Optimization exercise on an open flow, not production practice. RTL: at most simulated, not proved equivalent. Function not checked: runs 1 to 3. Power: default activity.

===== flow/flow/run.sh =====
#!/bin/bash
set -euo pipefail
bash standard.sh SETUP_SLACK_MARGIN=5.6 "BUFFER_PORTS_ARGS=-buffer_cell sky130_fd_sc_hd__buf_4" finish > standard_flow.log 2>&1

===== flow/standard.sh =====
#!/bin/bash
# synth_recipe.tcl (not shown) runs the flow's synth.tcl, then flattens the netlist and writes it again
# the make line also repeats each setting of config.mk as NAME=value (left out here)
make -C /OpenROAD-flow-scripts/flow DESIGN_CONFIG=/design/flow/config.mk WORK_HOME=/design/flow/orfs CLKGATE_MAP_FILE= SYNTH_SCRIPT=/design/flow/synth_recipe.tcl "${@:-finish}"

===== flow/config.mk =====
export PLATFORM = sky130hd
export DESIGN_NAME = cpu
export DESIGN_NICKNAME = cpu
export VERILOG_FILES = /design/flow/design.v
export SDC_FILE = /design/flow/constraint.sdc
export NUM_CORES = 4
export LEC_CHECK = 0
export CAP_MARGIN = 20
export CORE_MARGIN = 2
export CORE_UTILIZATION = 40
export CTS_BUF_LIST = sky130_fd_sc_hd__clkbuf_8
export SLEW_MARGIN = 20

===== flow/constraint.sdc =====
create_clock -name core_clock -period 10.0 [get_ports {clk}]
set_input_delay 2.0000 -clock core_clock [delete_from_list [all_inputs] [get_ports {clk}]]
set_output_delay 2.0000 -clock core_clock [all_outputs]
set_load 0.01 [all_outputs]

===== flow/design.v =====
module cpu(clk, reset, in, out, mem_addr, mem_cmd, halt);
  input clk, reset;
  input [15:0] in;
  output [15:0] out;
  output [8:0] mem_addr;
  output [1:0] mem_cmd;
  output halt;
  reg [15:0] R0, R1, R2, R3, R4, R5, R6, R7;
  reg [12:0] ir;        
  reg        ir_v;      
  reg        xv;        
  reg        rn;        
  reg        hs;        
  reg        mi, md;    
  reg        r_ld, r_eq, r_ne, r_lt, r_le;   
  reg [8:0]  pce;       
  reg [8:0]  mar;       
  reg        hz;        
  reg        infl;      
  reg [8:0]  pcf;       
  reg        go;        
  reg        ldwb;      
  reg [2:0]  ld_rd;
  reg        halted;
  reg        fz, flt;   
  reg c_mov, c_movi, c_bl, c_bx, c_ldr, c_str, c_hlt, c_add, c_cmp, c_and, c_mvn;
  reg c_wr;             
  reg [2:0] wa_r;
  reg j_al, j_eq, j_ne, j_lt, j_le;    
  reg [7:0] asel, bsel;                
  function [15:0] rsel(input [2:0] s, input [15:0] a0, a1, a2, a3, a4, a5, a6, a7);
    case (s)
      3'd0: rsel = a0; 3'd1: rsel = a1; 3'd2: rsel = a2; 3'd3: rsel = a3;
      3'd4: rsel = a4; 3'd5: rsel = a5; 3'd6: rsel = a6; default: rsel = a7;
    endcase
  endfunction
  function [15:0] hsel(input [7:0] s, input [15:0] a0, a1, a2, a3, a4, a5, a6, a7);
    hsel = ({16{s[0]}} & a0) | ({16{s[1]}} & a1) | ({16{s[2]}} & a2) | ({16{s[3]}} & a3) |
           ({16{s[4]}} & a4) | ({16{s[5]}} & a5) | ({16{s[6]}} & a6) | ({16{s[7]}} & a7);
  endfunction
  function [7:0] dec8(input [2:0] n);
    dec8 = 8'b1 << n;
  endfunction
  wire run  = rn;                               
  wire hzst = hs;                               
  wire [8:0] mar_e = {mar[8:5] + {md, md, md, mi | md}, mar[4:0]};
  wire [15:0] ra = hsel(asel, R0, R1, R2, R3, R4, R5, R6, R7);
  wire [15:0] rb = hsel(bsel, R0, R1, R2, R3, R4, R5, R6, R7);
  reg [15:0] sb;
  always @* begin
    case (ir[4:3])
      2'b00: sb = rb;
      2'b01: sb = {rb[14:0], 1'b0};
      2'b10: sb = {1'b0, rb[15:1]};
      default: sb = {rb[15], rb[15:1]};
    endcase
  end
  wire        sub = c_cmp;
  wire [15:0] sum = ra + (sub ? ~sb : sb) + {15'b0, sub};
  reg  [15:0] other;    
  always @* begin
    if (ldwb) other = in;
    else if (c_movi) other = {{8{ir[7]}}, ir[7:0]};
    else if (c_bl) other = {8'b0, pce[7:0]};
    else if (c_mov) other = sb;
    else if (c_and) other = ra & sb;
    else other = ~sb;
  end
  wire [15:0] wd = (c_add & ~ldwb) ? sum : other;
  wire redirect = run & (j_al | (j_eq & fz) | (j_ne & ~fz) | (j_lt & flt) | (j_le & (flt | fz)));
  wire msel = r_ld | (r_eq & fz) | (r_ne & ~fz) | (r_lt & flt) | (r_le & (flt | fz));
  wire dmem  = run & (c_ldr | c_str);
  wire fetch = go & ~halted & ~dmem & ~(run & c_hlt);
  assign mem_addr = msel ? mar_e : (hzst ? pce : pcf);
  assign mem_cmd  = {fetch | (run & c_ldr), run & c_str};
  assign out      = rb;
  assign halt     = halted | (run & c_hlt);
  wire sthit = run & c_str & infl & (mar_e == pce);
  wire        we = ldwb ? go : (run & c_wr);
  wire [2:0]  wa = ldwb ? ld_rd : wa_r;
  always @(posedge clk) begin
    if (we & (wa == 3'd0)) R0 <= wd;
    if (we & (wa == 3'd1)) R1 <= wd;
    if (we & (wa == 3'd2)) R2 <= wd;
    if (we & (wa == 3'd3)) R3 <= wd;
    if (we & (wa == 3'd4)) R4 <= wd;
    if (we & (wa == 3'd5)) R5 <= wd;
    if (we & (wa == 3'd6)) R6 <= wd;
    if (we & (wa == 3'd7)) R7 <= wd;
  end
  wire [2:0] iop  = in[15:13];
  wire       d_mov = iop == 3'b110;
  wire       d_alu = iop == 3'b101;
  wire       d_ldr = iop == 3'b011;
  wire       d_str = iop == 3'b100;
  wire       d_b   = iop == 3'b001;
  wire       d_bl  = (iop == 3'b010) & in[12];
  wire       d_bx  = (iop == 3'b010) & ~in[12];
  wire [15:0] d_rv = rsel(in[10:8], R0, R1, R2, R3, R4, R5, R6, R7);
  wire [5:0] d_lo  = {1'b0, d_rv[4:0]} + {1'b0, in[4:0]};
  wire       d_jmp = d_b | d_bl;
  wire [8:0] d_mar = d_jmp ? pcf + {in[7], in[7:0]} : {d_rv[8:5], d_lo[4:0]};
  wire       d_mi  = ~d_jmp & d_lo[5] & ~in[4];
  wire       d_md  = ~d_jmp & ~d_lo[5] & in[4];
  wire       d_hz  = ((d_ldr | d_str) & xv & (c_wr | c_ldr) & (wa_r == in[10:8])) | d_bx;
  wire [2:0] d_rb  = (d_str | (iop == 3'b010)) ? in[7:5] : in[2:0];
  wire [8:0] e_mar = c_bx ? rb[8:0] : ra[8:0] + {{4{ir[4]}}, ir[4:0]};
  wire ir_ld = ~(ir_v & (ldwb | hzst));
  reg  ir_v_n, ldwb_n, halted_n;
  wire xv_n = go & ir_v_n & ~ldwb_n & ~halted_n;
  wire hz_n   = ir_ld ? d_hz : (hzst ? 1'b0 : hz);
  wire ldst_n = ir_ld ? (d_ldr | d_str) : (c_ldr | c_str);
  wire jal_n  = ir_ld ? ((d_b & (in[10:8] == 3'b000)) | d_bl | d_bx) : j_al;
  wire jeq_n  = ir_ld ? (d_b & (in[10:8] == 3'b001)) : j_eq;
  wire jne_n  = ir_ld ? (d_b & (in[10:8] == 3'b010)) : j_ne;
  wire jlt_n  = ir_ld ? (d_b & (in[10:8] == 3'b011)) : j_lt;
  wire jle_n  = ir_ld ? (d_b & (in[10:8] == 3'b100)) : j_le;
  always @* begin
    ir_v_n = ir_v; ldwb_n = 1'b0; halted_n = halted;
    if (go) begin
      if (ir_ld) ir_v_n = infl & ~redirect & ~sthit;
      ldwb_n = run & c_ldr;
      if (run & c_hlt) halted_n = 1'b1;
    end
  end
  always @(posedge clk) begin
    if (reset) begin
      go <= 1'b0; ir_v <= 1'b0; infl <= 1'b0; ldwb <= 1'b0; halted <= 1'b0; xv <= 1'b0;
      rn <= 1'b0; hs <= 1'b0; r_ld <= 1'b0; r_eq <= 1'b0; r_ne <= 1'b0; r_lt <= 1'b0; r_le <= 1'b0;
      pcf <= 9'd0;
    end else begin
      go <= 1'b1;
      ir_v <= ir_v_n; ldwb <= ldwb_n; halted <= halted_n;
      xv <= xv_n;
      rn <= xv_n & ~hz_n;
      hs <= xv_n & hz_n;
      r_ld <= xv_n & ~hz_n & (ldst_n | jal_n);
      r_eq <= xv_n & ~hz_n & jeq_n;
      r_ne <= xv_n & ~hz_n & jne_n;
      r_lt <= xv_n & ~hz_n & jlt_n;
      r_le <= xv_n & ~hz_n & jle_n;
      if (go) begin
        infl <= fetch;
        if (fetch) pcf <= mem_addr + 9'd1;
        else if (sthit) pcf <= pce;
      end
    end
  end
  always @(posedge clk) begin
    if (ir_ld) begin
      ir    <= in[12:0];
      pce   <= pcf;
      mar   <= d_mar;
      mi    <= d_mi;
      md    <= d_md;
      hz    <= d_hz;
      c_mov <= d_mov & ~in[12];
      c_movi <= d_mov & in[12];
      c_bl  <= d_bl;
      c_bx  <= d_bx;
      c_ldr <= d_ldr;
      c_str <= d_str;
      c_hlt <= iop == 3'b111;
      c_add <= d_alu & (in[12:11] == 2'b00);
      c_cmp <= d_alu & (in[12:11] == 2'b01);
      c_and <= d_alu & (in[12:11] == 2'b10);
      c_mvn <= d_alu & (in[12:11] == 2'b11);
      c_wr  <= d_mov | (d_alu & (in[12:11] != 2'b01)) | d_bl;
      wa_r  <= d_bl ? 3'd7 : (d_mov & in[12]) ? in[10:8] : in[7:5];
      j_al  <= (d_b & (in[10:8] == 3'b000)) | d_bl | d_bx;
      j_eq  <= d_b & (in[10:8] == 3'b001);
      j_ne  <= d_b & (in[10:8] == 3'b010);
      j_lt  <= d_b & (in[10:8] == 3'b011);
      j_le  <= d_b & (in[10:8] == 3'b100);
      asel  <= dec8(in[10:8]);
      bsel  <= dec8(d_rb);
    end else if (hzst) begin
      mar <= e_mar;
      mi  <= 1'b0;
      md  <= 1'b0;
      hz  <= 1'b0;
    end
    if (run & c_ldr) ld_rd <= ir[7:5];
    if (run & c_cmp) begin
      fz  <= (ra == sb);
      flt <= (ra[15] ^ sb[15]) ? ra[15] : sum[15];
    end
  end
endmodule

==> results of run 1 <==
## flip-flops by register name (all words and copies together), names as in the netlist, 3 cells and up
register and count:
R0 16, R3 16, R5 16, bsel 8, pcf 9, R7 16, pce 9, asel 8
mar 9, R6 16, R4 16, wa_r 3, ir 8, ld_rd 3, R1 16, R2 16
## power groups by stage
stage               Clock (mW)  Sequential [mW]  Combinational (mW)
detailed placement           0             1.11               0.563
finish                   0.829             1.08               0.646
floorplan                    0             1.08               0.406
global route             0.874             1.08               0.694
global placement             0             1.11               0.558
CTS                      0.839             1.08               0.605
## tightest hold or removal path: cells and delay by family (launching register included)
| family | cells | cell delay, ns |
|---|---|---|
| AO/OA/AOI/OAI | 1 | 0.07 |
| flip-flops | 1 | 0.33 |
| AND/OR/NAND/NOR | 1 | 0.05 |
## path summary, 6_finish.rpt
check | start | to | slack (ns) | cells after the start
hold reg to reg | j_lt$_DFF_P_ | j_lt$_DFF_P_ | 0.48 | 2
setup / recovery | md$_SDFFCE_PP0P_ | mem_addr[6] | 5.66 | 6
setup reg to reg | asel[0]$_SDFFCE_PP0N_ | R5[14]$_DFFE_PP_ | 5.73 | 13
hold / removal | j_lt$_DFF_P_ | j_lt$_DFF_P_ | 0.48 | 2
## cell families after synthesis
logic type                 count (synthesis)
DFF                                      219
xor gates and xnor gates                  67
adders and majority gates                 60
buffers and inverters                    145
muxes                                     65
AOI/OAI and AO/OA                        387
and+or+nand+nor                          287
## per-layer routing
metal / share of wire [%] / global-route usage, %
met3: 10 / 7.39
met4: 5.1 / 11.8
met2: 45 / 40.8
met5: 0 / 0
met1: 40 / 32.6
## area by class of cell
type	count	area share (%)
Multi-Input combinational cell	867	42.8
Tap cell	442	3.65
Timing Repair Buffer	107	5.39
Clock buffer	45	4.09
Clock inverter	26	0.966
Antenna cell	1	0.0165
Sequential cell	219	41.5
Inverter	60	1.54
## cells in the final DEF (no fill, tap or decap), types with 9 or more instances in the layout
cell / n
inv_1: 69
nand2_1: 83
nor2b_1: 10
mux2i_1: 46
o211ai_1: 15
buf_4: 104
xor2_1: 26
clkinv_1: 9
a21oi_1: 61
ha_1: 50
nor2_1: 76
mux2_2: 9
nor3_1: 13
a31oi_1: 15
a21o_1: 12
a211oi_1: 21
a22oi_1: 129
o21ai_0: 45
dfxtp_1: 28
xnor2_1: 40
nand2b_1: 15
clkbuf_8: 45
nand4_1: 30
edfxtp_1: 191
## what timing repair did
action,in CTS,in global routing
cloned,0,1
hold buffers,0,0
buffers inserted,29,16
setup endpoints to repair,90,82
gates resized for setup,21,28
pin swaps,2,5
==> report_table.html, run 1 <==
<table>
<tr><th>Metric</th><th>Value</th></tr>
<tr><th colspan="2">Final layout</th></tr>
<tr><td>Nets@finish</td><td>1372</td></tr>
<tr><td>Final std cell area, no fill</td><td>15200 µm²</td></tr>
<tr><td>Final core utilization</td><td>46.8%</td></tr>
<tr><td>FF/Latch Area</td><td>6300 µm²</td></tr>
<tr><td>Final std cells w/o fill</td><td>1767</td></tr>
<tr><td>Fill cell total of the finished layout</td><td>3020</td></tr>
<tr><td>Multi-input combinational cell area</td><td>6490 µm²</td></tr>
<tr><td>Area added between synthesis and finish</td><td>15.7%</td></tr>
<tr><td>Fraction of layout cells with a size suffix above 1</td><td>18.0%</td></tr>
<tr><th colspan="2">STA</th></tr>
<tr><td>Count of endpoints failing hold in the final timing report</td><td>0</td></tr>
<tr><td>Endpoints failing setup</td><td>0</td></tr>
<tr><td>Max transition margin</td><td>28.3%</td></tr>
<tr><td>Upper clock frequency limit</td><td>0.230 GHz</td></tr>
<tr><td>Clock skew</td><td>0.0460 ns</td></tr>
<tr><td>Actual transition at the worst max-transition pin</td><td>1.08 ns</td></tr>
<tr><td>RSZ-0062 raised after global routing</td><td>yes</td></tr>
<tr><td>Smallest hold slack</td><td>0.479 ns</td></tr>
<tr><td>Final TNS setup</td><td>0 ns</td></tr>
<tr><td>Final worst path period share</td><td>43.4%</td></tr>
<tr><td>Setup slack after layout</td><td>5.66 ns</td></tr>
<tr><td>Max Transition Viols Final</td><td>0</td></tr>
<tr><td>Minimum period implied by the final worst setup slack</td><td>4.34 ns</td></tr>
<tr><th colspan="2">Placed design</th></tr>
<tr><td>Pre-CTS worst setup slack</td><td>4.87 ns</td></tr>
<tr><td>Final Wtd Congestion</td><td>0.932</td></tr>
<tr><td>DP HPWL</td><td>30400 µm</td></tr>
<tr><td>Number of cells in the design after placement</td><td>1649</td></tr>
<tr><td>Number of I/O port buffers</td><td>45</td></tr>
<tr><td>Area post-placement</td><td>13800 µm²</td></tr>
<tr><th colspan="2">Setup path</th></tr>
<tr><td>Crit path capture type</td><td>output port</td></tr>
<tr><td>Worst path max stage delay</td><td>0.48 ns</td></tr>
<tr><td>Cells along the critical path</td><td>or2_2, ha_1, inv_1, fa_2, mux2i_4, buf_4</td></tr>
<tr><td>Crit path buffers/inverters</td><td>2</td></tr>
<tr><td>Crit path max-delay family</td><td>adder cells</td></tr>
<tr><td>Worst Setup Path Type</td><td>reg -&gt; out</td></tr>
<tr><td>CP arrival</td><td>2.34 ns</td></tr>
<tr><td>Largest fanout on the critical path</td><td>3</td></tr>
<tr><td>Critical Path Start Type</td><td>flip-flop</td></tr>
<tr><td>Slowest cell on crit path</td><td>fa_2</td></tr>
<tr><td>Required @ worst endpoint</td><td>8.00 ns</td></tr>
<tr><th colspan="2">Routing</th></tr>
<tr><td>Routed wire per std cell</td><td>25.4 µm</td></tr>
<tr><td>Number of remaining DRC errors</td><td>0</td></tr>
<tr><td>Post-DR vias/cell</td><td>6.26</td></tr>
<tr><td>Pre-antenna DRT Iters</td><td>8</td></tr>
<tr><td>Violation count after the first detailed-routing iteration</td><td>1530</td></tr>
<tr><td>Vias after detailed routing</td><td>11100</td></tr>
<tr><td>Total length of routed wires</td><td>44900 µm</td></tr>
<tr><td>Number of nets with antenna violations after detailed routing</td><td>0</td></tr>
<tr><th colspan="2">Power and ir drop</th></tr>
<tr><td>Cell internal pwr</td><td>1.74 mW</td></tr>
<tr><td>Clock group share of total power</td><td>32.4%</td></tr>
<tr><td>Leak pwr</td><td>5.68 nW</td></tr>
<tr><td>Net Switching</td><td>0.818 mW</td></tr>
<tr><td>Power density of the placed cells</td><td>169 nW/µm²</td></tr>
<tr><td>Switching fraction of total power</td><td>32.0%</td></tr>
<tr><td>Overall power after layout</td><td>2.56 mW</td></tr>
<tr><td>Sequential share of power</td><td>42.3%</td></tr>
<tr><td>Worst IR drop on VDD</td><td>0.0000826 V</td></tr>
<tr><td>Combinational fraction of design power</td><td>25.3%</td></tr>
<tr><th colspan="2">Synthesis</th></tr>
<tr><td>Number of flops mapped to enable cells by yosys</td><td>191</td></tr>
<tr><td>Number of register bits inferred by synthesis</td><td>219</td></tr>
<tr><td>Ys async rst share</td><td>0%</td></tr>
<tr><td>Cells after Synth</td><td>1230</td></tr>
<tr><td>Portion of synthesized cell area occupied by the leading cell type</td><td>43.8%</td></tr>
<tr><td>Synth Area in XOR/XNOR</td><td>4.59%</td></tr>
<tr><td>Library cell with the largest summed area after synthesis</td><td>edfxtp_1</td></tr>
<tr><td>Average instance area after synthesis</td><td>10.7 µm²</td></tr>
<tr><td>Cell area after synthesis</td><td>13100 µm²</td></tr>
<tr><td>Compound-cell area share of the yosys netlist</td><td>20.6%</td></tr>
<tr><td>Most common cell in the synthesized netlist</td><td>edfxtp_1</td></tr>
<tr><td>Top cell types by occurrence after synthesis</td><td>edfxtp_1 (191), a22oi_1 (129), nand2_1 (83)</td></tr>
<tr><td>Net Count, Synth</td><td>1308</td></tr>
<tr><td>Largest family of logic cells by synthesized area</td><td>compound AO/OA/AOI/OAI gates</td></tr>
<tr><td>Multiplexer share of the synthesized area</td><td>5.46%</td></tr>
<tr><td>Area share of fa/ha/maj cells after synthesis</td><td>6.01%</td></tr>
<tr><td>Synth area leaders</td><td>edfxtp_1 (44%), a22oi_1 (7.4%), ha_1 (5.3%)</td></tr>
<tr><td>Synth warn</td><td>1</td></tr>
<tr><td>Post-synth cell types</td><td>75</td></tr>
<tr><td>Share of the yosys chip area belonging to registers</td><td>48.0%</td></tr>
<tr><td>Leading register cell type out of synthesis</td><td>edfxtp_1</td></tr>
<tr><td>Simple-gate area share of the yosys netlist</td><td>10.8%</td></tr>
<tr><th colspan="2">Worst hold path</th></tr>
<tr><td>Path type of the worst min-delay path</td><td>reg -&gt; reg</td></tr>
<tr><th colspan="2">CTS</th></tr>
<tr><td>Root buffer selected by CTS</td><td>clkbuf_8</td></tr>
<tr><td>Clock tree from TritonCTS</td><td>built</td></tr>
<tr><td>Clock sink count</td><td>219</td></tr>
<tr><td>Clock buffers created by TritonCTS</td><td>39</td></tr>
<tr><td>Clock slew at reported path FFs</td><td>0.06 ns</td></tr>
<tr><td>Clock latency reported for the late side of the worst-skew pair</td><td>0.57 ns</td></tr>
<tr><td>H-tree depth reported by CTS</td><td>2</td></tr>
<tr><td>Maximum clock insertion buffer count</td><td>3</td></tr>
<tr><th colspan="2">GRT</th></tr>
<tr><td>Remaining global-route overflow</td><td>0</td></tr>
<tr><td>Number of global-route vias before repair</td><td>10600</td></tr>
<tr><td>Antenna violations before repair</td><td>1</td></tr>
<tr><td>Global routing usage summed across all routing layers</td><td>25.8%</td></tr>
<tr><td>Maximum number of pins on one net before global-route repair</td><td>59</td></tr>
<tr><td>First-pass GRT wire length</td><td>65600 µm</td></tr>
<tr><th colspan="2">Flow run</th></tr>
<tr><td>Number of max-cap violations</td><td>0</td></tr>
<tr><th colspan="2">Floorplanning</th></tr>
<tr><td>Chip width</td><td>185 µm</td></tr>
<tr><td>Number of cell rows</td><td>66</td></tr>
<tr><td>Core outline area</td><td>32400 µm²</td></tr>
<tr><td>DIE AREA</td><td>34200 µm²</td></tr>
<tr><td>Die Height</td><td>185 µm</td></tr>
<tr><td>Starting density of the core</td><td>40.5%</td></tr>
<tr><td>Boundary Pins</td><td>46</td></tr>
<tr><th colspan="2">Status</th></tr>
<tr><td>Result of the run</td><td>no timing/DRC/antenna violations</td></tr>
</table>
==> run 2, diff against run 1 <==
==> flow/flow/run.sh (replaced) <==
#!/bin/bash
set -euo pipefail
bash standard.sh SETUP_SLACK_MARGIN=6.0 "BUFFER_PORTS_ARGS=-buffer_cell sky130_fd_sc_hd__buf_4" finish > standard_flow.log 2>&1
--- a/flow/config.mk
+++ b/flow/config.mk
@@ -10,3 +10,2 @@
 export CORE_UTILIZATION = 40
-export CTS_BUF_LIST = sky130_fd_sc_hd__clkbuf_8
 export SLEW_MARGIN = 20
==> run 2 against run 1 <==
Critical path depth is the same. Hold slack lost 0.0043 ns. First-iteration DRC count decreased by 8.7%. Sequential share of layout area is 3.5 points lower. Clock-buffer cell count shrank 21. Register-to-register slack improved by 0.27 ns. Synthesized area is the same. Worst setup slack improved by 0.19 ns. Wire length rose by 3.1%. Total power grew 12%. Cell area grew 9.1%. Largest power group unchanged.
==> report_table.html, run 2 <==
<table>
<tr><th>Metric</th><th>Value</th></tr>
<tr><th colspan="2">Status</th></tr>
<tr><td>Result of the run</td><td>no timing/DRC/antenna violations (unchanged)</td></tr>
<tr><th colspan="2">STA</th></tr>
<tr><td>Final worst path period share</td><td>41.5% (was 43.4%)</td></tr>
<tr><td>Count of endpoints failing hold in the final timing report</td><td>0 (unchanged)</td></tr>
<tr><td>Clock skew</td><td>0.0320 ns (was 0.0460 ns)</td></tr>
<tr><td>Actual transition at the worst max-transition pin</td><td>0.994 ns (was 1.08 ns)</td></tr>
<tr><td>Endpoints failing setup</td><td>0 (unchanged)</td></tr>
<tr><td>Final TNS setup</td><td>0 ns (unchanged)</td></tr>
<tr><td>RSZ-0062 raised after global routing</td><td>yes (unchanged)</td></tr>
<tr><td>Upper clock frequency limit</td><td>0.241 GHz (was 0.230 GHz)</td></tr>
<tr><td>Setup slack after layout</td><td>5.85 ns (was 5.66 ns)</td></tr>
<tr><td>Minimum period implied by the final worst setup slack</td><td>4.15 ns (was 4.34 ns)</td></tr>
<tr><td>Max Transition Viols Final</td><td>0 (unchanged)</td></tr>
<tr><td>Max transition margin</td><td>33.5% (was 28.3%)</td></tr>
<tr><td>Smallest hold slack</td><td>0.475 ns (was 0.479 ns)</td></tr>
<tr><th colspan="2">Power and ir drop</th></tr>
<tr><td>Leak pwr</td><td>6.24 nW (was 5.68 nW)</td></tr>
<tr><td>Worst IR drop on VDD</td><td>0.000117 V (was 0.0000826 V)</td></tr>
<tr><td>Clock group share of total power</td><td>34.6% (was 32.4%)</td></tr>
<tr><td>Combinational fraction of design power</td><td>27.7% (was 25.3%)</td></tr>
<tr><td>Sequential share of power</td><td>37.7% (was 42.3%)</td></tr>
<tr><td>Power density of the placed cells</td><td>173 nW/µm² (was 169 nW/µm²)</td></tr>
<tr><td>Switching fraction of total power</td><td>30.2% (was 32.0%)</td></tr>
<tr><td>Cell internal pwr</td><td>1.99 mW (was 1.74 mW)</td></tr>
<tr><td>Net Switching</td><td>0.864 mW (was 0.818 mW)</td></tr>
<tr><th colspan="2">GRT</th></tr>
<tr><td>Remaining global-route overflow</td><td>0 (unchanged)</td></tr>
<tr><td>First-pass GRT wire length</td><td>66700 µm (was 65600 µm)</td></tr>
<tr><td>Antenna violations before repair</td><td>0 (was 1)</td></tr>
<tr><td>Maximum number of pins on one net before global-route repair</td><td>59 (unchanged)</td></tr>
<tr><td>Global routing usage summed across all routing layers</td><td>26.1% (was 25.8%)</td></tr>
<tr><td>Number of global-route vias before repair</td><td>10700 (was 10600)</td></tr>
<tr><th colspan="2">Synthesis</th></tr>
<tr><td>Most common cell in the synthesized netlist</td><td>edfxtp_1 (unchanged)</td></tr>
<tr><td>Leading register cell type out of synthesis</td><td>edfxtp_1 (unchanged)</td></tr>
<tr><td>Share of the yosys chip area belonging to registers</td><td>48.0% (unchanged)</td></tr>
<tr><td>Ys async rst share</td><td>0% (unchanged)</td></tr>
<tr><td>Synth area leaders</td><td>edfxtp_1 (44%), a22oi_1 (7.4%), ha_1 (5.3%) (unchanged)</td></tr>
<tr><td>Cells after Synth</td><td>1230 (unchanged)</td></tr>
<tr><td>Average instance area after synthesis</td><td>10.7 µm² (unchanged)</td></tr>
<tr><td>Number of register bits inferred by synthesis</td><td>219 (unchanged)</td></tr>
<tr><td>Synth warn</td><td>1 (unchanged)</td></tr>
<tr><td>Portion of synthesized cell area occupied by the leading cell type</td><td>43.8% (unchanged)</td></tr>
<tr><td>Post-synth cell types</td><td>75 (unchanged)</td></tr>
<tr><td>Top cell types by occurrence after synthesis</td><td>edfxtp_1 (191), a22oi_1 (129), nand2_1 (83) (unchanged)</td></tr>
<tr><td>Library cell with the largest summed area after synthesis</td><td>edfxtp_1 (unchanged)</td></tr>
<tr><td>Number of flops mapped to enable cells by yosys</td><td>191 (unchanged)</td></tr>
<tr><td>Cell area after synthesis</td><td>13100 µm² (unchanged)</td></tr>
<tr><td>Net Count, Synth</td><td>1308 (unchanged)</td></tr>
<tr><th colspan="2">CTS</th></tr>
<tr><td>Clock sink count</td><td>219 (unchanged)</td></tr>
<tr><td>Clock slew at reported path FFs</td><td>0.07 ns (was 0.06 ns)</td></tr>
<tr><td>Maximum clock insertion buffer count</td><td>3 (unchanged)</td></tr>
<tr><td>H-tree depth reported by CTS</td><td>1 (was 2)</td></tr>
<tr><td>Count of hold-fix buffers inserted at cts</td><td>0 (unchanged)</td></tr>
<tr><td>Clock buffers created by TritonCTS</td><td>24 (was 39)</td></tr>
<tr><td>Root buffer selected by CTS</td><td>clkbuf_16 (was clkbuf_8)</td></tr>
<tr><td>Clock latency reported for the late side of the worst-skew pair</td><td>0.55 ns (was 0.57 ns)</td></tr>
<tr><td>Clock tree from TritonCTS</td><td>built (unchanged)</td></tr>
<tr><th colspan="2">Routing</th></tr>
<tr><td>Number of nets with antenna violations after detailed routing</td><td>0 (unchanged)</td></tr>
<tr><td>Post-DR vias/cell</td><td>6.30 (was 6.26)</td></tr>
<tr><td>Vias after detailed routing</td><td>11500 (was 11100)</td></tr>
<tr><td>Number of remaining DRC errors</td><td>0 (unchanged)</td></tr>
<tr><td>Violation count after the first detailed-routing iteration</td><td>1397 (was 1530)</td></tr>
<tr><td>Total length of routed wires</td><td>46300 µm (was 44900 µm)</td></tr>
<tr><td>Pre-antenna DRT Iters</td><td>6 (was 8)</td></tr>
<tr><td>Routed wire per std cell</td><td>25.4 µm (about the same)</td></tr>
<tr><th colspan="2">Final layout</th></tr>
<tr><td>Area added between synthesis and finish</td><td>26.2% (was 15.7%)</td></tr>
<tr><td>Fraction of layout cells with a size suffix above 1</td><td>26.5% (was 18.0%)</td></tr>
<tr><td>FF/Latch Area</td><td>6300 µm² (about the same)</td></tr>
<tr><td>Multi-input combinational cell area</td><td>6820 µm² (was 6490 µm²)</td></tr>
<tr><td>Fill cell total of the finished layout</td><td>2847 (was 3020)</td></tr>
<tr><td>Nets@finish</td><td>1443 (was 1372)</td></tr>
<tr><td>Final std cells w/o fill</td><td>1825 (was 1767)</td></tr>
<tr><td>Commonest cells after routing, fill and taps aside</td><td>edfxtp_1 (191), buf_4 (155), a22oi_1 (119) (was edfxtp_1 (191), a22oi_1 (129), buf_4 (104))</td></tr>
<tr><td>Most common cell after layout, fill and taps aside</td><td>edfxtp_1 (unchanged)</td></tr>
<tr><td>Number of antenna cells inserted</td><td>0 (was 1)</td></tr>
<tr><td>Final core utilization</td><td>51.1% (was 46.8%)</td></tr>
<tr><th colspan="2">Placed design</th></tr>
<tr><td>DP HPWL</td><td>29900 µm (was 30400 µm)</td></tr>
<tr><td>Pre-CTS worst setup slack</td><td>4.92 ns (was 4.87 ns)</td></tr>
<tr><td>Final Wtd Congestion</td><td>0.918 (was 0.932)</td></tr>
<tr><td>Number of cells in the design after placement</td><td>1647 (was 1649)</td></tr>
<tr><td>Number of I/O port buffers</td><td>45 (unchanged)</td></tr>
<tr><th colspan="2">Floorplanning</th></tr>
<tr><td>Boundary Pins</td><td>46 (unchanged)</td></tr>
<tr><td>Core outline area</td><td>32400 µm² (unchanged)</td></tr>
<tr><td>Die Height</td><td>185 µm (unchanged)</td></tr>
<tr><td>Number of cell rows</td><td>66 (unchanged)</td></tr>
<tr><td>Chip width</td><td>185 µm (unchanged)</td></tr>
<tr><td>Starting density of the core</td><td>40.5% (unchanged)</td></tr>
<tr><td>DIE AREA</td><td>34200 µm² (unchanged)</td></tr>
<tr><th colspan="2">Setup path</th></tr>
<tr><td>Crit path capture type</td><td>output port (unchanged)</td></tr>
<tr><td>Largest fanout on the critical path</td><td>2 (was 3)</td></tr>
<tr><td>Worst Setup Path Type</td><td>reg -&gt; out (unchanged)</td></tr>
<tr><td>CP arrival</td><td>2.15 ns (was 2.34 ns)</td></tr>
<tr><td>Required @ worst endpoint</td><td>8.00 ns (about the same)</td></tr>
<tr><td>Critical Path Start Type</td><td>flip-flop (unchanged)</td></tr>
<tr><th colspan="2">Worst hold path</th></tr>
<tr><td>Path type of the worst min-delay path</td><td>reg -&gt; reg (unchanged)</td></tr>
<tr><th colspan="2">Flow run</th></tr>
<tr><td>Number of max-cap violations</td><td>0 (unchanged)</td></tr>
</table>
-- run 2: per-layer routing --
metal | GRT usage [%] | wire length (µm) | up-vias
met5 | 0 | 0 | -
met4 | 10.1 | 2160 | 0
met3 | 4.50 | 5050 | 168
met2 | 42.8 | 21200 | 759
met1 | 34.5 | 17800 | 5576
li1 | - | - | 5000
-- run 2: layout make-up --
| class | count | share of cell area [%] |
|---|---|---|
| Clock inverter | 20 | 1.73 |
| Inverter | 60 | 1.44 |
| Tap cell | 442 | 3.34 |
| Sequential cell | 219 | 38.1 |
| Multi-Input combinational cell | 867 | 41.2 |
| Timing Repair Buffer | 193 | 10.5 |
| Clock buffer | 24 | 3.63 |
-- run 2: through the flow --
| step | total power, mW | area, µm² |
|---|---|---|
| finish | 2.86 | 16500 |
| global route | 2.95 | 16500 |
| CTS | 2.76 | 15800 |
| detailed placement | 1.68 | 13800 |
| global placement | 1.67 | 13800 |
| floorplan | 1.49 | 13200 |
-- run 2: logic make-up after synthesis --
logic type / count (synthesis) / synth area share (%)
adder cells (fa/ha/maj): 60 / 6.01
flip-flops: 219 / 48.0
AND/OR/NAND/NOR: 287 / 10.8
multiplexers: 65 / 5.46
XOR/XNOR: 67 / 4.59
buffers and inverters: 145 / 4.45
AO/OA/AOI/OAI: 387 / 20.6
-- run 2: path summary, 6_finish.rpt --
| kind | startpoint | end | slack [ns] | cells past startpoint |
|---|---|---|---|---|
| worst max-delay path | md$_SDFFCE_PP0P_ | mem_addr[6] | 5.85 | 6 |
| worst min-delay path | j_lt$_DFF_P_ | j_lt$_DFF_P_ | 0.47 | 2 |
| worst max register to register | bsel[3]$_SDFFCE_PP0N_ | R1[15]$_DFFE_PP_ | 6.00 | 16 |
| worst min register to register | j_lt$_DFF_P_ | j_lt$_DFF_P_ | 0.47 | 2 |
-- run 2: worst max-delay path, cell delays in order, from the launching register on --
cell	delay [ns]
edfxtp_1	0.38
or2_4	0.25
ha_4	0.16
inv_2	0.05
fa_2	0.46
mux2i_4	0.18
buf_6	0.12
-- run 2: power by group through the flow --
| stage | logic, mW | clock network [mW] | registers [mW] |
|---|---|---|---|
| floorplan | 0.408 | 0 | 1.08 |
| global placement | 0.559 | 0 | 1.12 |
| detailed placement | 0.561 | 0 | 1.12 |
| CTS | 0.681 | 0.995 | 1.08 |
| global route | 0.838 | 1.03 | 1.08 |
| finish | 0.792 | 0.990 | 1.08 |
-- run 2: repair_timing --
action / in CTS / in global routing
gates cloned: 2 / 1
setup endpoints to repair: 137 / 107
pin swaps: 21 / 41
buffers inserted: 80 / 50
resized for setup: 85 / 76
==> run 3, diff against run 2 <==
==> flow/flow/run.sh (replaced) <==
#!/bin/bash
set -euo pipefail
bash standard.sh SETUP_SLACK_MARGIN=5.8 "BUFFER_PORTS_ARGS=-buffer_cell sky130_fd_sc_hd__buf_4" finish > standard_flow.log 2>&1
==> run 3 against run 2 <==
Synthesized cell count is the same. Sequential power about the same. Non-clock buffer count fell by 47. Critical path type unchanged. Clock power down 4.7%. Core utilization shrank 2.3 points. Register-to-register slack worse by 0.18 ns. Still clean. Total power is 4.4% lower. Clock-buffer cell count up 7. Largest power group unchanged.
==> report_table.html, run 3 <==
<table>
<tr><th>Metric</th><th>Value</th></tr>
<tr><th colspan="2">GRT</th></tr>
<tr><td>Maximum number of pins on one net before global-route repair</td><td>59 (unchanged)</td></tr>
<tr><td>Global routing usage summed across all routing layers</td><td>26.1% (about the same)</td></tr>
<tr><td>Number of global-route vias before repair</td><td>10600 (was 10700)</td></tr>
<tr><td>Antenna violations before repair</td><td>0 (unchanged)</td></tr>
<tr><td>First-pass GRT wire length</td><td>66600 µm (was 66700 µm)</td></tr>
<tr><td>Remaining global-route overflow</td><td>0 (unchanged)</td></tr>
<tr><th colspan="2">Final layout</th></tr>
<tr><td>Final std cell area, no fill</td><td>15800 µm² (was 16500 µm²)</td></tr>
<tr><td>Nets@finish</td><td>1398 (was 1443)</td></tr>
<tr><td>Area added between synthesis and finish</td><td>20.6% (was 26.2%)</td></tr>
<tr><td>Commonest cells after routing, fill and taps aside</td><td>edfxtp_1 (191), buf_4 (135), a22oi_1 (129) (was edfxtp_1 (191), buf_4 (155), a22oi_1 (119))</td></tr>
<tr><td>Fraction of layout cells with a size suffix above 1</td><td>21.4% (was 26.5%)</td></tr>
<tr><td>Most common cell after layout, fill and taps aside</td><td>edfxtp_1 (unchanged)</td></tr>
<tr><td>Number of antenna cells inserted</td><td>0 (unchanged)</td></tr>
<tr><td>Fill cell total of the finished layout</td><td>2912 (was 2847)</td></tr>
<tr><th colspan="2">Synthesis</th></tr>
<tr><td>Cell area after synthesis</td><td>13100 µm² (unchanged)</td></tr>
<tr><td>Average instance area after synthesis</td><td>10.7 µm² (unchanged)</td></tr>
<tr><td>Synth warn</td><td>1 (unchanged)</td></tr>
<tr><td>Number of flops mapped to enable cells by yosys</td><td>191 (unchanged)</td></tr>
<tr><td>Cells after Synth</td><td>1230 (unchanged)</td></tr>
<tr><td>Net Count, Synth</td><td>1308 (unchanged)</td></tr>
<tr><td>Share of the yosys chip area belonging to registers</td><td>48.0% (unchanged)</td></tr>
<tr><td>Portion of synthesized cell area occupied by the leading cell type</td><td>43.8% (unchanged)</td></tr>
<tr><td>Leading register cell type out of synthesis</td><td>edfxtp_1 (unchanged)</td></tr>
<tr><td>Ys async rst share</td><td>0% (unchanged)</td></tr>
<tr><td>Synth area leaders</td><td>edfxtp_1 (44%), a22oi_1 (7.4%), ha_1 (5.3%) (unchanged)</td></tr>
<tr><td>Post-synth cell types</td><td>75 (unchanged)</td></tr>
<tr><td>Library cell with the largest summed area after synthesis</td><td>edfxtp_1 (unchanged)</td></tr>
<tr><td>Top cell types by occurrence after synthesis</td><td>edfxtp_1 (191), a22oi_1 (129), nand2_1 (83) (unchanged)</td></tr>
<tr><td>Number of register bits inferred by synthesis</td><td>219 (unchanged)</td></tr>
<tr><td>Most common cell in the synthesized netlist</td><td>edfxtp_1 (unchanged)</td></tr>
<tr><th colspan="2">Setup path</th></tr>
<tr><td>Required @ worst endpoint</td><td>8.00 ns (about the same)</td></tr>
<tr><td>CP arrival</td><td>2.20 ns (was 2.15 ns)</td></tr>
<tr><td>Critical Path Start Type</td><td>flip-flop (unchanged)</td></tr>
<tr><td>Largest fanout on the critical path</td><td>5 (was 2)</td></tr>
<tr><td>Cells on worst reg2reg path</td><td>16 (unchanged)</td></tr>
<tr><td>Worst Setup Path Type</td><td>reg -&gt; out (unchanged)</td></tr>
<tr><td>Crit path capture type</td><td>output port (unchanged)</td></tr>
<tr><th colspan="2">CTS</th></tr>
<tr><td>Clock latency reported for the late side of the worst-skew pair</td><td>0.53 ns (was 0.55 ns)</td></tr>
<tr><td>Maximum clock insertion buffer count</td><td>3 (unchanged)</td></tr>
<tr><td>Clock sink count</td><td>219 (unchanged)</td></tr>
<tr><td>Clock buffers created by TritonCTS</td><td>26 (was 24)</td></tr>
<tr><td>Clock slew at reported path FFs</td><td>0.07 ns (about the same)</td></tr>
<tr><td>H-tree depth reported by CTS</td><td>1 (unchanged)</td></tr>
<tr><td>Root buffer selected by CTS</td><td>clkbuf_16 (unchanged)</td></tr>
<tr><td>Clock tree from TritonCTS</td><td>built (unchanged)</td></tr>
<tr><th colspan="2">Routing</th></tr>
<tr><td>Post-DR vias/cell</td><td>6.27 (was 6.30)</td></tr>
<tr><td>Pre-antenna DRT Iters</td><td>7 (was 6)</td></tr>
<tr><td>Number of remaining DRC errors</td><td>0 (unchanged)</td></tr>
<tr><td>Routed wire per std cell</td><td>25.6 µm (was 25.4 µm)</td></tr>
<tr><td>Vias after detailed routing</td><td>11200 (was 11500)</td></tr>
<tr><td>Total length of routed wires</td><td>45500 µm (was 46300 µm)</td></tr>
<tr><td>Number of nets with antenna violations after detailed routing</td><td>0 (unchanged)</td></tr>
<tr><td>Violation count after the first detailed-routing iteration</td><td>1668 (was 1397)</td></tr>
<tr><th colspan="2">Floorplanning</th></tr>
<tr><td>Die Height</td><td>185 µm (unchanged)</td></tr>
<tr><td>DIE AREA</td><td>34200 µm² (unchanged)</td></tr>
<tr><td>Core outline area</td><td>32400 µm² (unchanged)</td></tr>
<tr><td>Number of cell rows</td><td>66 (unchanged)</td></tr>
<tr><td>Starting density of the core</td><td>40.5% (unchanged)</td></tr>
<tr><td>Chip width</td><td>185 µm (unchanged)</td></tr>
<tr><td>Boundary Pins</td><td>46 (unchanged)</td></tr>
<tr><th colspan="2">Power and ir drop</th></tr>
<tr><td>Power density of the placed cells</td><td>173 nW/µm² (about the same)</td></tr>
<tr><td>Worst IR drop on VDD</td><td>0.000106 V (was 0.000117 V)</td></tr>
<tr><td>Leak pwr</td><td>5.92 nW (was 6.24 nW)</td></tr>
<tr><td>Overall power after layout</td><td>2.73 mW (was 2.86 mW)</td></tr>
<tr><th colspan="2">STA</th></tr>
<tr><td>Max Transition Viols Final</td><td>0 (unchanged)</td></tr>
<tr><td>Final worst path period share</td><td>42.0% (was 41.5%)</td></tr>
<tr><td>Endpoints failing setup</td><td>0 (unchanged)</td></tr>
<tr><td>Upper clock frequency limit</td><td>0.238 GHz (was 0.241 GHz)</td></tr>
<tr><td>Clock skew</td><td>0.0152 ns (was 0.0320 ns)</td></tr>
<tr><td>Count of endpoints failing hold in the final timing report</td><td>0 (unchanged)</td></tr>
<tr><td>Setup slack after layout</td><td>5.80 ns (was 5.85 ns)</td></tr>
<tr><td>RSZ-0062 raised after global routing</td><td>yes (unchanged)</td></tr>
<tr><td>Actual transition at the worst max-transition pin</td><td>0.975 ns (was 0.994 ns)</td></tr>
<tr><td>Max transition margin</td><td>34.7% (was 33.5%)</td></tr>
<tr><td>Final TNS setup</td><td>0 ns (unchanged)</td></tr>
<tr><td>Minimum period implied by the final worst setup slack</td><td>4.20 ns (was 4.15 ns)</td></tr>
<tr><th colspan="2">Placed design</th></tr>
<tr><td>Final Wtd Congestion</td><td>0.942 (was 0.918)</td></tr>
<tr><td>Number of I/O port buffers</td><td>45 (unchanged)</td></tr>
<tr><td>Pre-CTS worst setup slack</td><td>4.76 ns (was 4.92 ns)</td></tr>
<tr><td>DP HPWL</td><td>31000 µm (was 29900 µm)</td></tr>
<tr><td>Area post-placement</td><td>13800 µm² (about the same)</td></tr>
<tr><th colspan="2">Worst hold path</th></tr>
<tr><td>Path type of the worst min-delay path</td><td>reg -&gt; reg (unchanged)</td></tr>
<tr><td>Cell depth of the worst hold path</td><td>2 (unchanged)</td></tr>
<tr><th colspan="2">Flow run</th></tr>
<tr><td>Number of max-cap violations</td><td>0 (unchanged)</td></tr>
<tr><th colspan="2">Status</th></tr>
<tr><td>Result of the run</td><td>no timing/DRC/antenna violations (unchanged)</td></tr>
</table>
[run 3: area by class of cell]
class	instances	area [µm²]	share of cell area, %
multi-input combinational	867	6670	42.2
sequential	219	6300	39.9
timing repair buffer	146	1190	7.53
clock buffer	31	701	4.43
tap	442	553	3.50
inverter	60	233	1.47
clock inverter	16	155	0.982
[run 3: worst paths after layout]
kind	to	startpoint	slack [ns]
worst max-delay path	mem_addr[5]	fz$_DFFE_PP_	5.80
worst min-delay path	j_lt$_DFF_P_	j_lt$_DFF_P_	0.48
worst max register to register	R6[15]$_DFFE_PP_	bsel[0]$_SDFFCE_PP0N_	5.82
worst min register to register	j_lt$_DFF_P_	j_lt$_DFF_P_	0.48
[run 3: per-stage QoR]
stage | util, % | cells | hold WS, ns
detailed placement | 42.7 | 1650 | 0.467
global placement | 42.7 | 1650 | 0.456
global route | 48.8 | 1781 | 0.508
finish | 48.8 | 1781 | 0.479
CTS | 47.0 | 1736 | 0.481
floorplan | - | 1230 | 0.426
[run 3: report_power, final]
part	switching [mW]	total (mW)	internal, mW
Clock	0.388	0.943	0.555
Combinational	0.421	0.709	0.288
Sequential	0.0317	1.08	1.05
[run 3: critical path, stage by stage (launching register included)]
cell	delay, ns
edfxtp_1	0.47
nor3b_4	0.20
o211ai_4	0.28
buf_12	0.19
mux2i_4	0.31
inv_1	0.07
buf_4	0.14
[run 3: logic make-up (layout without fill, tap and decap cells)]
logic type	after synthesis	in the layout	share of synthesized area (%)
compound gates	387	387	20.6
xor+xnor	67	67	4.59
fa+ha+maj	60	60	6.01
buf+inv	145	253	4.45
flops	219	219	48.0
mux	65	65	5.46
simple gates	287	288	10.8
[run 3: timing repair]
action | CTS | global route
cloned | 1 | 1
setup buffers | 38 | 44
hold buffers | 0 | 0
pin swaps | 7 | 18
gates resized for setup | 47 | 53
endpoints found under the setup margin | 114 | 105
[run 3: metal layers]
layer | vias up | track usage [%] | share of wire, %
met3 | 157 | 5.80 | 10
met2 | 695 | 41.9 | 45
li1 | 4926 | - | -
met5 | - | 0 | 0
met1 | 5383 | 34.4 | 40
met4 | 0 | 9.81 | 4.3
==> run 4, diff against run 3 <==
--- a/flow/design.v
+++ b/flow/design.v
@@ -10,3 +10,2 @@
   reg        ir_v;      
-  reg        xv;        
   reg        rn;        
@@ -15,3 +14,2 @@
   reg        r_ld, r_eq, r_ne, r_lt, r_le;   
-  reg [8:0]  pce;       
   reg [8:0]  mar;       
@@ -43,2 +41,3 @@
   endfunction
+  wire [8:0] pce = pcf - {8'b0, infl};
   wire run  = rn;                               
@@ -104,3 +103,3 @@
   wire       d_md  = ~d_jmp & ~d_lo[5] & in[4];
-  wire       d_hz  = ((d_ldr | d_str) & xv & (c_wr | c_ldr) & (wa_r == in[10:8])) | d_bx;
+  wire       d_hz  = ((d_ldr | d_str) & (rn | hs) & (c_wr | c_ldr) & (wa_r == in[10:8])) | d_bx;
   wire [2:0] d_rb  = (d_str | (iop == 3'b010)) ? in[7:5] : in[2:0];
@@ -127,3 +126,3 @@
     if (reset) begin
-      go <= 1'b0; ir_v <= 1'b0; infl <= 1'b0; ldwb <= 1'b0; halted <= 1'b0; xv <= 1'b0;
+      go <= 1'b0; ir_v <= 1'b0; infl <= 1'b0; ldwb <= 1'b0; halted <= 1'b0;
       rn <= 1'b0; hs <= 1'b0; r_ld <= 1'b0; r_eq <= 1'b0; r_ne <= 1'b0; r_lt <= 1'b0; r_le <= 1'b0;
@@ -133,3 +132,2 @@
       ir_v <= ir_v_n; ldwb <= ldwb_n; halted <= halted_n;
-      xv <= xv_n;
       rn <= xv_n & ~hz_n;
@@ -151,3 +149,2 @@
       ir    <= in[12:0];
-      pce   <= pcf;
       mar   <= d_mar;
@@ -182,3 +179,3 @@
     end
-    if (run & c_ldr) ld_rd <= ir[7:5];
+    if (run & c_ldr) ld_rd <= wa_r;
     if (run & c_cmp) begin
==> flow/flow/run.sh (replaced) <==
#!/bin/bash
set -euo pipefail
bash standard.sh SETUP_SLACK_MARGIN=5.6 "BUFFER_PORTS_ARGS=-buffer_cell sky130_fd_sc_hd__buf_4" finish > standard_flow.log 2>&1
--- a/flow/config.mk
+++ b/flow/config.mk
@@ -10,2 +10,3 @@
 export CORE_UTILIZATION = 40
+export CTS_BUF_LIST = sky130_fd_sc_hd__clkbuf_8
 export SLEW_MARGIN = 20
==> run 4 against run 3 <==
Still clean on timing, DRC and antenna. Total power fell by 9.2%. Clock skew up 0.032 ns. Clock-buffer cell count rose by 11. Via count grew 0.42%. Worst setup slack worse by 0.13 ns. Cell area shrank 4.5%. Non-clock buffer count is 28 lower. Maximum frequency fell by 2.9%. Die area shrank 0.84%. Synthesized area decreased by 0.86%. Wire length shrank 2.5%. Largest cell class unchanged. Largest power group unchanged. Highest routed layer unchanged.
==> report_table.html, run 4 <==
<table>
<tr><th>Metric</th><th>Value</th></tr>
<tr><th colspan="2">Final layout</th></tr>
<tr><td>Fill cell total of the finished layout</td><td>2945 (was 2912)</td></tr>
<tr><td>Nets@finish</td><td>1423 (was 1398)</td></tr>
<tr><td>FF/Latch Area</td><td>6010 µm² (was 6300 µm²)</td></tr>
<tr><td>Area added between synthesis and finish</td><td>16.2% (was 20.6%)</td></tr>
<tr><td>Number of antenna cells inserted</td><td>0 (unchanged)</td></tr>
<tr><td>Fraction of layout cells with a size suffix above 1</td><td>17.4% (was 21.4%)</td></tr>
<tr><td>Multi-input combinational cell area</td><td>6670 µm² (about the same)</td></tr>
<tr><td>Most common cell after layout, fill and taps aside</td><td>edfxtp_1 (unchanged)</td></tr>
<tr><td>Commonest cells after routing, fill and taps aside</td><td>edfxtp_1 (182), a22oi_1 (132), buf_4 (115) (was edfxtp_1 (191), buf_4 (135), a22oi_1 (129))</td></tr>
<tr><th colspan="2">Floorplanning</th></tr>
<tr><td>DIE AREA</td><td>33900 µm² (was 34200 µm²)</td></tr>
<tr><td>Core outline area</td><td>31800 µm² (was 32400 µm²)</td></tr>
<tr><td>Chip width</td><td>184 µm (was 185 µm)</td></tr>
<tr><td>Die Height</td><td>184 µm (was 185 µm)</td></tr>
<tr><td>Boundary Pins</td><td>46 (unchanged)</td></tr>
<tr><td>Starting density of the core</td><td>40.9% (was 40.5%)</td></tr>
<tr><td>Number of cell rows</td><td>65 (was 66)</td></tr>
<tr><th colspan="2">Synthesis</th></tr>
<tr><td>Share of the yosys chip area belonging to registers</td><td>46.2% (was 48.0%)</td></tr>
<tr><td>Post-synth cell types</td><td>75 (unchanged)</td></tr>
<tr><td>Cell area after synthesis</td><td>13000 µm² (was 13100 µm²)</td></tr>
<tr><td>Number of register bits inferred by synthesis</td><td>209 (was 219)</td></tr>
<tr><td>Synth warn</td><td>1 (unchanged)</td></tr>
<tr><td>Top cell types by occurrence after synthesis</td><td>edfxtp_1 (182), a22oi_1 (132), a21oi_1 (92) (was edfxtp_1 (191), a22oi_1 (129), nand2_1 (83))</td></tr>
<tr><td>Average instance area after synthesis</td><td>10.3 µm² (was 10.7 µm²)</td></tr>
<tr><td>Synth area leaders</td><td>edfxtp_1 (42%), a22oi_1 (7.6%), ha_1 (5.5%) (was edfxtp_1 (44%), a22oi_1 (7.4%), ha_1 (5.3%))</td></tr>
<tr><td>Most common cell in the synthesized netlist</td><td>edfxtp_1 (unchanged)</td></tr>
<tr><td>Number of flops mapped to enable cells by yosys</td><td>182 (was 191)</td></tr>
<tr><td>Cells after Synth</td><td>1266 (was 1230)</td></tr>
<tr><td>Leading register cell type out of synthesis</td><td>edfxtp_1 (unchanged)</td></tr>
<tr><td>Net Count, Synth</td><td>1346 (was 1308)</td></tr>
<tr><td>Ys async rst share</td><td>0% (unchanged)</td></tr>
<tr><td>Portion of synthesized cell area occupied by the leading cell type</td><td>42.1% (was 43.8%)</td></tr>
<tr><td>Library cell with the largest summed area after synthesis</td><td>edfxtp_1 (unchanged)</td></tr>
<tr><th colspan="2">Routing</th></tr>
<tr><td>Vias after detailed routing</td><td>11200 (about the same)</td></tr>
<tr><td>Violation count after the first detailed-routing iteration</td><td>1243 (was 1668)</td></tr>
<tr><td>Number of remaining DRC errors</td><td>0 (unchanged)</td></tr>
<tr><td>Routed wire per std cell</td><td>24.6 µm (was 25.6 µm)</td></tr>
<tr><td>Number of nets with antenna violations after detailed routing</td><td>0 (unchanged)</td></tr>
<tr><td>Post-DR vias/cell</td><td>6.21 (was 6.27)</td></tr>
<tr><td>Pre-antenna DRT Iters</td><td>6 (was 7)</td></tr>
<tr><td>Total length of routed wires</td><td>44400 µm (was 45500 µm)</td></tr>
<tr><th colspan="2">Setup path</th></tr>
<tr><td>Largest fanout on the critical path</td><td>16 (was 5)</td></tr>
<tr><td>Slowest cell on crit path</td><td>edfxtp_1 (unchanged)</td></tr>
<tr><td>Worst path max stage delay</td><td>0.97 ns (was 0.47 ns)</td></tr>
<tr><td>CP arrival</td><td>4.63 ns (was 2.20 ns)</td></tr>
<tr><td>Critical Path Start Type</td><td>flip-flop (unchanged)</td></tr>
<tr><td>Dominant cell type by count on the critical path</td><td>o21ai_0</td></tr>
<tr><td>Reg-to-reg slack, setup</td><td>5.67 ns (was 5.82 ns)</td></tr>
<tr><td>Cells along the critical path</td><td>a22oi_1, nand4_1, o21ba_2, or2_2, fa_1, nor2b_1, o21ai_0, a21oi_2, a21oi_1, a31o_2, o21ai_0, xnor2_1, a221oi_4 (was nor3b_4, o211ai_4, buf_12, mux2i_4, inv_1, buf_4)</td></tr>
<tr><td>Reg-to-reg startpoint</td><td>asel[5]$_SDFFCE_PN0N_ (was bsel[0]$_SDFFCE_PP0N_)</td></tr>
<tr><td>Reg-to-reg critical path endpoint</td><td>R3[14]$_DFFE_PP_ (was R6[15]$_DFFE_PP_)</td></tr>
<tr><td>Worst Setup Path Type</td><td>reg -&gt; reg (was reg -&gt; out)</td></tr>
<tr><td>Required @ worst endpoint</td><td>10.30 ns (was 8.00 ns)</td></tr>
<tr><td>Cells on worst reg2reg path</td><td>13 (was 16)</td></tr>
<tr><td>Crit path capture type</td><td>flip-flop (was output port)</td></tr>
<tr><th colspan="2">STA</th></tr>
<tr><td>Final worst path period share</td><td>43.3% (was 42.0%)</td></tr>
<tr><td>RSZ-0062 raised after global routing</td><td>yes (unchanged)</td></tr>
<tr><td>Upper clock frequency limit</td><td>0.231 GHz (was 0.238 GHz)</td></tr>
<tr><td>Final TNS setup</td><td>0 ns (unchanged)</td></tr>
<tr><td>Setup slack after layout</td><td>5.67 ns (was 5.80 ns)</td></tr>
<tr><td>Clock skew</td><td>0.0477 ns (was 0.0152 ns)</td></tr>
<tr><td>Max transition margin</td><td>13.7% (was 34.7%)</td></tr>
<tr><td>Minimum period implied by the final worst setup slack</td><td>4.33 ns (was 4.20 ns)</td></tr>
<tr><td>Actual transition at the worst max-transition pin</td><td>1.29 ns (was 0.975 ns)</td></tr>
<tr><td>Endpoints failing setup</td><td>0 (unchanged)</td></tr>
<tr><td>Max Transition Viols Final</td><td>0 (unchanged)</td></tr>
<tr><td>Count of endpoints failing hold in the final timing report</td><td>0 (unchanged)</td></tr>
<tr><td>Smallest hold slack</td><td>0.475 ns (was 0.479 ns)</td></tr>
<tr><th colspan="2">CTS</th></tr>
<tr><td>Clock tree from TritonCTS</td><td>built (unchanged)</td></tr>
<tr><td>Root buffer selected by CTS</td><td>clkbuf_8 (was clkbuf_16)</td></tr>
<tr><td>Clock buffers created by TritonCTS</td><td>38 (was 26)</td></tr>
<tr><td>Clock latency reported for the late side of the worst-skew pair</td><td>0.58 ns (was 0.53 ns)</td></tr>
<tr><td>H-tree depth reported by CTS</td><td>2 (was 1)</td></tr>
<tr><td>Clock slew at reported path FFs</td><td>0.06 ns (was 0.07 ns)</td></tr>
<tr><td>Count of hold-fix buffers inserted at cts</td><td>0 (unchanged)</td></tr>
<tr><td>Maximum clock insertion buffer count</td><td>3 (unchanged)</td></tr>
<tr><td>Clock sink count</td><td>209 (was 219)</td></tr>
<tr><th colspan="2">Placed design</th></tr>
<tr><td>Final Wtd Congestion</td><td>0.982 (was 0.942)</td></tr>
<tr><td>Pre-CTS worst setup slack</td><td>4.99 ns (was 4.76 ns)</td></tr>
<tr><td>Number of I/O port buffers</td><td>45 (unchanged)</td></tr>
<tr><td>DP HPWL</td><td>29900 µm (was 31000 µm)</td></tr>
<tr><th colspan="2">GRT</th></tr>
<tr><td>Number of global-route vias before repair</td><td>10600 (about the same)</td></tr>
<tr><td>First-pass GRT wire length</td><td>66200 µm (was 66600 µm)</td></tr>
<tr><td>Antenna violations before repair</td><td>0 (unchanged)</td></tr>
<tr><td>Global routing usage summed across all routing layers</td><td>26.0% (was 26.1%)</td></tr>
<tr><td>Maximum number of pins on one net before global-route repair</td><td>44 (was 59)</td></tr>
<tr><td>Remaining global-route overflow</td><td>0 (unchanged)</td></tr>
<tr><th colspan="2">Worst hold path</th></tr>
<tr><td>Path type of the worst min-delay path</td><td>reg -&gt; reg (unchanged)</td></tr>
<tr><td>Hold EP</td><td>halted$_SDFF_PP0_ (was j_lt$_DFF_P_)</td></tr>
<tr><td>Beginning of the worst hold path</td><td>halted$_SDFF_PP0_ (was j_lt$_DFF_P_)</td></tr>
<tr><td>Cell depth of the worst hold path</td><td>2 (unchanged)</td></tr>
<tr><th colspan="2">Status</th></tr>
<tr><td>Result of the run</td><td>no timing/DRC/antenna violations (unchanged)</td></tr>
<tr><th colspan="2">Power and ir drop</th></tr>
<tr><td>Leak pwr</td><td>5.69 nW (was 5.92 nW)</td></tr>
<tr><td>Worst IR drop on VDD</td><td>0.000120 V (was 0.000106 V)</td></tr>
<tr><td>Power density of the placed cells</td><td>164 nW/µm² (was 173 nW/µm²)</td></tr>
<tr><th colspan="2">Flow run</th></tr>
<tr><td>Number of max-cap violations</td><td>0 (unchanged)</td></tr>
</table>
[run 4: changes by cell type in the layout (fill, tap and decap cells not counted), sizes merged, moves of 8 or more]
cell / change
buf: -28
mux2i: -18
xor2: +12
a211oi: -9
edfxtp: -9
xnor2: +8
a21oi: +25
clkbuf: +11
[run 4: through the flow]
stage	instances	total power, mW	area (µm²)	util (%)
finish	1806	2.48	15100	47.5
floorplan	1266	1.44	13000	-
CTS	1781	2.46	14800	46.6
detailed placement	1681	1.62	13700	43.1
global route	1806	2.59	15100	47.5
global placement	1681	1.61	13700	43.1
[run 4: cells by family (layout without fill, tap and decap cells)]
kind of cell             Yosys count  in the layout  share of synthesized area [%]
AND/OR/NAND/NOR                  318            318                           12.3
buffers and inverters            136            241                           4.03
AO/OA/AOI/OAI                    407            407                           20.9
multiplexers                      45             45                           3.92
adder cells (fa/ha/maj)           62             62                           6.26
flip-flops                       209            209                           46.2
XOR/XNOR                          89             89                           6.38
[run 4: final cells by class]
class                      count  share of cell area [%]
inverter                      54                    1.38
sequential                   209                    39.8
timing repair buffer         118                    5.98
clock inverter                26                    1.21
timing repair inverter         1                  0.0331
tap                          435                    3.60
clock buffer                  42                    3.83
multi-input combinational    921                    44.2
[run 4: routing by layer]
layer	global-route usage, %	share of wire [%]	up-vias
met5	0	0	-
met4	11.3	4.5	0
met3	6.64	11	140
met2	39.2	43	709
met1	35.4	41	5364
li1	-	-	4995
[run 4: worst max-delay path, delay by kind of cell, from the launching register on]
family / cells / cell delay, ns
adder cells (fa/ha/maj): 1 / 0.47
AND/OR/NAND/NOR: 3 / 0.75
XOR/XNOR: 1 / 0.14
AO/OA/AOI/OAI: 8 / 1.71
flip-flops: 1 / 0.97
[run 4: timing repair]
action                     in CTS  in global routing
gates resized for setup        20                 16
setup endpoints to repair      88                 65
buffers inserted               31                 24
pin swaps                       0                  9
cloned                          1                  0
[run 4: how the worst max path moves through the flow]
stage	slack, ns	from	depth (start not counted)	end
floorplan	5.61	in[8]	14	mar[4]$_DFFE_PP_
global placement	5.01	ir[4]$_DFFE_PN_	13	R2[14]$_DFFE_PP_
detailed placement	4.99	ir[4]$_DFFE_PN_	13	R2[14]$_DFFE_PP_
CTS	5.62	fz$_DFFE_PP_	5	mem_addr[5]
global route	5.58	md$_SDFFCE_PP0P_	6	mem_addr[7]
finish	5.67	asel[5]$_SDFFCE_PN0N_	13	R3[14]$_DFFE_PP_
[run 4: power breakdown]
part | internal, mW | switching (mW)
clock | 0.444 | 0.372
combinational | 0.256 | 0.384
sequential | 0.998 | 0.0276
Testbench counts of run 4, summed over its fixed seeds: cycles 35,090.
==> run 5, diff against run 4 <==
--- a/flow/config.mk
+++ b/flow/config.mk
@@ -7,5 +7,6 @@
 export LEC_CHECK = 0
+export ABC_AREA = 1
 export CAP_MARGIN = 20
 export CORE_MARGIN = 2
-export CORE_UTILIZATION = 40
+export CORE_UTILIZATION = 55
 export CTS_BUF_LIST = sky130_fd_sc_hd__clkbuf_8
==> run 5 against run 4 <==
Critical endpoint is now mar[4]$_DFFE_PP_. Largest cell class unchanged. Non-clock buffer count is 25 lower. Via count rose by 12%. Core utilization grew 16 points. Synthesized cell count up 35%. Synthesized area up 4.6%. Maximum frequency decreased by 0.64%. Clock power about the same.
==> report_table.html, run 5 <==
<table>
<tr><th>Metric</th><th>Value</th></tr>
<tr><th colspan="2">Status</th></tr>
<tr><td>Result of the run</td><td>no timing/DRC/antenna violations (unchanged)</td></tr>
<tr><th colspan="2">Synthesis</th></tr>
<tr><td>Cell area after synthesis</td><td>13600 µm² (was 13000 µm²)</td></tr>
<tr><td>Leading register cell type out of synthesis</td><td>edfxtp_1 (unchanged)</td></tr>
<tr><td>Library cell with the largest summed area after synthesis</td><td>edfxtp_1 (unchanged)</td></tr>
<tr><td>Portion of synthesized cell area occupied by the leading cell type</td><td>40.2% (was 42.1%)</td></tr>
<tr><td>Cells after Synth</td><td>1706 (was 1266)</td></tr>
<tr><td>Post-synth cell types</td><td>59 (was 75)</td></tr>
<tr><td>Ys async rst share</td><td>0% (unchanged)</td></tr>
<tr><th colspan="2">Routing</th></tr>
<tr><td>Number of remaining DRC errors</td><td>0 (unchanged)</td></tr>
<tr><td>Violation count after the first detailed-routing iteration</td><td>1481 (was 1243)</td></tr>
<tr><td>Post-DR vias/cell</td><td>5.92 (was 6.21)</td></tr>
<tr><td>Vias after detailed routing</td><td>12600 (was 11200)</td></tr>
<tr><th colspan="2">Power and ir drop</th></tr>
<tr><td>Net Switching</td><td>0.815 mW (was 0.784 mW)</td></tr>
<tr><td>Worst IR drop on VDD</td><td>0.000140 V (was 0.000120 V)</td></tr>
<tr><td>Cell internal pwr</td><td>1.66 mW (was 1.70 mW)</td></tr>
<tr><td>Sequential share of power</td><td>41.7% (was 41.3%)</td></tr>
<tr><td>Clock group share of total power</td><td>32.9% (about the same)</td></tr>
<tr><th colspan="2">Floorplanning</th></tr>
<tr><td>Number of cell rows</td><td>57 (was 65)</td></tr>
<tr><td>Boundary Pins</td><td>46 (unchanged)</td></tr>
<tr><td>Chip width</td><td>161 µm (was 184 µm)</td></tr>
<tr><td>DIE AREA</td><td>26000 µm² (was 33900 µm²)</td></tr>
<tr><th colspan="2">STA</th></tr>
<tr><td>Clock skew</td><td>0.0368 ns (was 0.0477 ns)</td></tr>
<tr><td>Smallest hold slack</td><td>0.484 ns (was 0.475 ns)</td></tr>
<tr><td>Max transition margin</td><td>32.2% (was 13.7%)</td></tr>
<tr><td>Upper clock frequency limit</td><td>0.229 GHz (was 0.231 GHz)</td></tr>
<tr><td>Minimum period implied by the final worst setup slack</td><td>4.36 ns (was 4.33 ns)</td></tr>
<tr><td>RSZ-0062 raised after global routing</td><td>yes (unchanged)</td></tr>
<tr><td>Final TNS setup</td><td>0 ns (unchanged)</td></tr>
<tr><th colspan="2">GRT</th></tr>
<tr><td>Antenna violations before repair</td><td>1 (was 0)</td></tr>
<tr><td>Number of global-route vias before repair</td><td>11500 (was 10600)</td></tr>
<tr><td>Maximum number of pins on one net before global-route repair</td><td>61 (was 44)</td></tr>
<tr><th colspan="2">Setup path</th></tr>
<tr><td>Crit path buffers/inverters</td><td>4 (was 0)</td></tr>
<tr><td>Worst Setup Path Type</td><td>in -&gt; reg (was reg -&gt; reg)</td></tr>
<tr><td>Cells along the critical path</td><td>buf_4, inv_1, nand3_1, clkinvlp_4, a22oi_1, a41oi_2, ha_1, fa_1, nand2_1, inv_1, o21ai_0, nand3_1, nand2_1, o22ai_1, nand2_1, nand2_1 (was a22oi_1, nand4_1, o21ba_2, or2_2, fa_1, nor2b_1, o21ai_0, a21oi_2, a21oi_1, a31o_2, o21ai_0, xnor2_1, a221oi_4)</td></tr>
<tr><td>Dominant cell type by count on the critical path</td><td>nand2_1 (was o21ai_0)</td></tr>
<tr><td>Critical Path Start Type</td><td>primary input (was flip-flop)</td></tr>
<tr><td>Largest fanout on the critical path</td><td>8 (was 16)</td></tr>
<tr><td>Logic depth of the worst path, buffers included</td><td>16 (was 13)</td></tr>
<tr><th colspan="2">Placed design</th></tr>
<tr><td>Pre-CTS worst setup slack</td><td>5.07 ns (was 4.99 ns)</td></tr>
<tr><td>Number of cells in the design after placement</td><td>2031 (was 1681)</td></tr>
<tr><td>DP HPWL</td><td>32900 µm (was 29900 µm)</td></tr>
<tr><th colspan="2">Final layout</th></tr>
<tr><td>Nets@finish</td><td>1863 (was 1423)</td></tr>
<tr><td>Area added between synthesis and finish</td><td>12.8% (was 16.2%)</td></tr>
<tr><td>Commonest cells after routing, fill and taps aside</td><td>nand2_1 (531), edfxtp_1 (182), inv_1 (175) (was edfxtp_1 (182), a22oi_1 (132), buf_4 (115))</td></tr>
<tr><td>Number of antenna cells inserted</td><td>0 (unchanged)</td></tr>
<tr><th colspan="2">Worst hold path</th></tr>
<tr><td>Path type of the worst min-delay path</td><td>reg -&gt; reg (unchanged)</td></tr>
<tr><th colspan="2">CTS</th></tr>
<tr><td>Clock latency reported for the late side of the worst-skew pair</td><td>0.55 ns (was 0.58 ns)</td></tr>
<tr><td>Maximum clock insertion buffer count</td><td>3 (unchanged)</td></tr>
<tr><td>Clock sink count</td><td>209 (unchanged)</td></tr>
</table>
-- run 5: layer usage --
metal	vias to the layer above	wire, µm	track usage, %
met2	696	20400	55.8
met1	5826	18400	47.0
met4	0	1830	12.4
met5	-	0	0
met3	140	4610	6.83
li1	5946	-	-
-- run 5: cell families after synthesis --
kind of cell               share of synthesized area, %
buffers and inverters                              7.08
AOI/OAI and AO/OA                                  14.2
xor gates and xnor gates                           2.32
adders and majority gates                          5.99
DFF                                                44.2
and+or+nand+nor                                    26.2
-- run 5: worst register-to-register path: cells and delay by family (launching register included) --
kind	cells	cell delay [ns]
AND/OR/NAND/NOR	11	2.39
flip-flops	1	0.76
AO/OA/AOI/OAI	3	0.34
adder cells (fa/ha/maj)	1	0.18
buffers and inverters	2	0.16
-- run 5: power by group through the flow --
stage               Clock (mW)  Sequential [mW]  Combinational [mW]
floorplan                    0             1.03               0.408
global placement             0             1.06               0.562
detailed placement           0             1.06               0.568
CTS                      0.820             1.04               0.590
global route             0.855             1.03               0.695
finish                   0.816             1.03               0.629
-- run 5: path summary, 6_finish.rpt --
check,from,end,slack [ns]
worst max-delay path,in[10],mar[4]$_DFFE_PP_,5.64
worst min-delay path,halted$_SDFF_PP0_,halted$_SDFF_PP0_,0.48
worst max register to register,asel[7]$_SDFFCE_PN0N_,R0[14]$_DFFE_PP_,5.86
worst min register to register,halted$_SDFF_PP0_,halted$_SDFF_PP0_,0.48
-- run 5: timing repair --
item                       CTS  global route
resized for setup            4            24
pin swaps                    2             5
buffers inserted            14            22
setup endpoints to repair   10            79
-- run 5: metrics by stage --
stage,power (mW),util (%)
2_1_floorplan,1.44,-
4_1_cts,2.45,61.8
5_1_grt,2.58,63.0
3_5_place_dp,1.63,58.2
3_3_place_gp,1.63,58.2
6_report,2.48,63.0
-- run 5: final cells by class --
cell class	count	area, µm²	area share (%)
tap	324	405	2.65
multi-input combinational	1258	6720	43.9
inverter	183	701	4.57
sequential	209	6010	39.2
clock buffer	39	537	3.50
clock inverter	25	211	1.38
timing repair buffer	93	736	4.80
